What follows belongs to an exercise in optimizing a design on an open flow for small area, a short achievable clock period and few clock cycles; a production flow would make more cautious choices. Function was checked by simulation only, so behaviour that the tests miss may differ from the original. Power is estimated from default activity; no workload was simulated.

// lcd_ctrl
module lcd_ctrl(clk, reset, datain, cmd, cmd_valid, dataout, output_valid, busy);
==> module lcd_ctrl, before the edit <==
module lcd_ctrl(clk, reset, datain, cmd, cmd_valid, dataout, output_valid, busy);
input           clk;
input           reset;
input   [7:0]   datain;
input   [2:0]   cmd;
input           cmd_valid;
output  reg [7:0] dataout;
output  reg     output_valid;
output  reg     busy;
reg  [7:0] p [0:35];     
reg        loading;      
reg  [5:0] lcnt;         
reg  [1:0] wr, wc;       
reg  [3:0] pq;           
reg  [1:0] pm;
reg        qv;           
reg        rd;           
reg  [3:0] rcnt;         
reg  [3:0] rq;           
reg  [2:0] uc;           
integer i;
reg [7:0] g0, g1, g2, tap;
always @* begin
  case (rq[1:0])
    2'd0: begin g0 = p[0];  g1 = p[12]; g2 = p[24]; end
    2'd1: begin g0 = p[3];  g1 = p[15]; g2 = p[27]; end
    2'd2: begin g0 = p[6];  g1 = p[18]; g2 = p[30]; end
    default: begin g0 = p[9]; g1 = p[21]; g2 = p[33]; end
  endcase
  tap = rq[3] ? g2 : rq[2] ? g1 : g0;
end
wire acc   = cmd_valid & ~busy;
wire c_ld  = (cmd == 3'd1);
wire c_rt  = (cmd == 3'd2) & (wc != 2'd3);
wire c_lf  = (cmd == 3'd3) & (wc != 2'd0);
wire c_up  = cmd[2] & ~cmd[0] & (wr != 2'd0);
wire c_dn  = cmd[2] &  cmd[0] & (wr != 2'd3);
wire       m0 = (pm == 2'd0);
reg  [1:0] npm;
reg  [3:0] dq;           
always @* begin
  npm = m0 ? 2'd2 : pm - 2'd1;
  dq  = m0 ? 4'd11 : 4'd0;
  if (acc) begin
    if (c_rt) begin
      npm = pm; dq = 4'd0;
    end else if (c_lf) begin
      npm = (pm == 2'd2) ? 2'd0 : pm + 2'd1;
      dq  = (pm == 2'd2) ? 4'd0 : 4'd11;
    end else if (c_up) begin
      dq  = m0 ? 4'd9 : 4'd10;
    end else if (c_dn) begin
      dq  = m0 ? 4'd1 : 4'd2;
    end
  end
end
wire [4:0] qs  = pq + dq;
wire [3:0] npq = (qs >= 5'd12) ? qs[3:0] - 4'd12 : qs[3:0];
wire last   = (rcnt == 4'd8);
wire free   = ~rd | last;
wire start  = qv & free & (pm == 2'd1);
wire ldpulse = loading & ((lcnt == 6'd16) | (lcnt == 6'd17) | (lcnt == 6'd18) |
                          (lcnt == 6'd22) | (lcnt == 6'd23) | (lcnt == 6'd24) |
                          (lcnt == 6'd28) | (lcnt == 6'd29) | (lcnt == 6'd30));
wire       nload = reset ? 1'b0 : (acc & c_ld) ? 1'b1 : (loading & (lcnt == 6'd35)) ? 1'b0 : loading;
wire       nqv   = reset ? 1'b0 : (acc & ~c_ld) ? 1'b1 : start ? 1'b0 : qv;
wire [2:0] nuc   = reset ? 3'd0 :
                   start ? ((pq == 4'd9) ? 3'd5 : (pq == 4'd8 || pq == 4'd10) ? 3'd2 : 3'd0) :
                   (uc != 3'd0) ? uc - 3'd1 : 3'd0;
always @(posedge clk) begin
  for (i = 0; i < 35; i = i + 1)
    p[i] <= p[i+1];
  p[35] <= loading ? datain : p[0];
  dataout <= tap;
  loading <= nload;
  lcnt    <= (acc & c_ld) ? 6'd0 : lcnt + 6'd1;
  qv      <= nqv;
  uc      <= nuc;
  busy    <= nload | nqv | (nuc != 3'd0);
  output_valid <= ~reset & rd;
  if (acc & c_ld) begin
    wr <= 2'd2; wc <= 2'd2;
    pq <= 4'd4; pm <= 2'd2;
  end else begin
    if (acc & c_rt) wc <= wc + 2'd1;
    if (acc & c_lf) wc <= wc - 2'd1;
    if (acc & c_up) wr <= wr - 2'd1;
    if (acc & c_dn) wr <= wr + 2'd1;
    pq <= npq; pm <= npm;
  end
  if (reset) begin
    rd <= 1'b0;
    rcnt <= 4'd8;
  end else if (start) begin
    rd <= 1'b1;
    rcnt <= 4'd0;
    rq <= pq;
  end else if (rd & ~last) begin
    rcnt <= rcnt + 4'd1;
    if (rcnt == 4'd2 || rcnt == 4'd5)
      rq <= (rq == 4'd11) ? 4'd0 : rq + 4'd1;
  end else begin
    rd <= ldpulse;
    if (ldpulse) rq <= 4'd11;
  end
end
endmodule
make LEC_CHECK=0 CAP_MARGIN=20 CORE_MARGIN=2 CORE_UTILIZATION=40 SETUP_SLACK_MARGIN=0.2 SLEW_MARGIN=20 finish   # period 5.5 ns
run.sh (not shown) runs the stock make flow with config.mk's settings and CLKGATE_MAP_FILE= SYNTH_SCRIPT=/design/flow/synth_recipe.tcl, a recipe that flattens the netlist after the stock synthesis.
Testbench counts at the start, summed over its fixed seeds: cycles 12,106.
Change:
--- a/flow/design.v
+++ b/flow/design.v
@@ -18,18 +18,8 @@
 reg  [3:0] rcnt;         
 reg  [3:0] rq;           
 reg  [2:0] uc;           
 integer i;
-reg [7:0] g0, g1, g2, tap;
-always @* begin
-  case (rq[1:0])
-    2'd0: begin g0 = p[0];  g1 = p[12]; g2 = p[24]; end
-    2'd1: begin g0 = p[3];  g1 = p[15]; g2 = p[27]; end
-    2'd2: begin g0 = p[6];  g1 = p[18]; g2 = p[30]; end
-    default: begin g0 = p[9]; g1 = p[21]; g2 = p[33]; end
-  endcase
-  tap = rq[3] ? g2 : rq[2] ? g1 : g0;
-end
 wire acc   = cmd_valid & ~busy;
 wire c_ld  = (cmd == 3'd1);
 wire c_rt  = (cmd == 3'd2) & (wc != 2'd3);
 wire c_lf  = (cmd == 3'd3) & (wc != 2'd0);
@@ -70,9 +60,9 @@
 always @(posedge clk) begin
   for (i = 0; i < 35; i = i + 1)
     p[i] <= p[i+1];
   p[35] <= loading ? datain : p[0];
-  dataout <= tap;
+  dataout <= p[3*rq];
   loading <= nload;
   lcnt    <= (acc & c_ld) ? 6'd0 : lcnt + 6'd1;
   qv      <= nqv;
   uc      <= nuc;
Total power is higher by 6.6%.
Cell area is higher by 21%.
Final cell count is higher by 36%.
Combinational power is higher by 24%.
Sequential share of layout area is lower by 11 points.
Via count is higher by 64%.
Register-to-register slack is worse by 0.46 ns.
Worst hold slack is better by 0.014 ns.
Testbench counts after the change, summed over its fixed seeds: cycles 12,106.

## port drivers added, routing unchanged
How much do the figures lean on ideal ports? The routed layouts below were timed once more, with nothing changed but the port constraints.
Step 1: set_driving_cell puts a clkbuf_16 on clk and a buf_2 on each other input, an assumption about the parent block.
Step 2 also shifts input and output timing later by t, the mid clock arrival at the registers, as if the neighbouring blocks saw the same clock.
a / b / c = no drivers / after step 1 / after step 2; a / b = the first two.
run	t (ns)	setup slack, ns	worst hold slack (ns)
the first run	0.579	1.074 / 1.093 / 0.514	0.321 / 0.321 / 0.321
the second run	0.550	1.343 / 1.343 / 1.079	0.335 / 0.335 / 0.335
After both steps setup and hold are still met in every run listed. The setup slack of the first run, which loses most, moves by +0.019 ns with the drivers and by -0.560 ns with both steps.
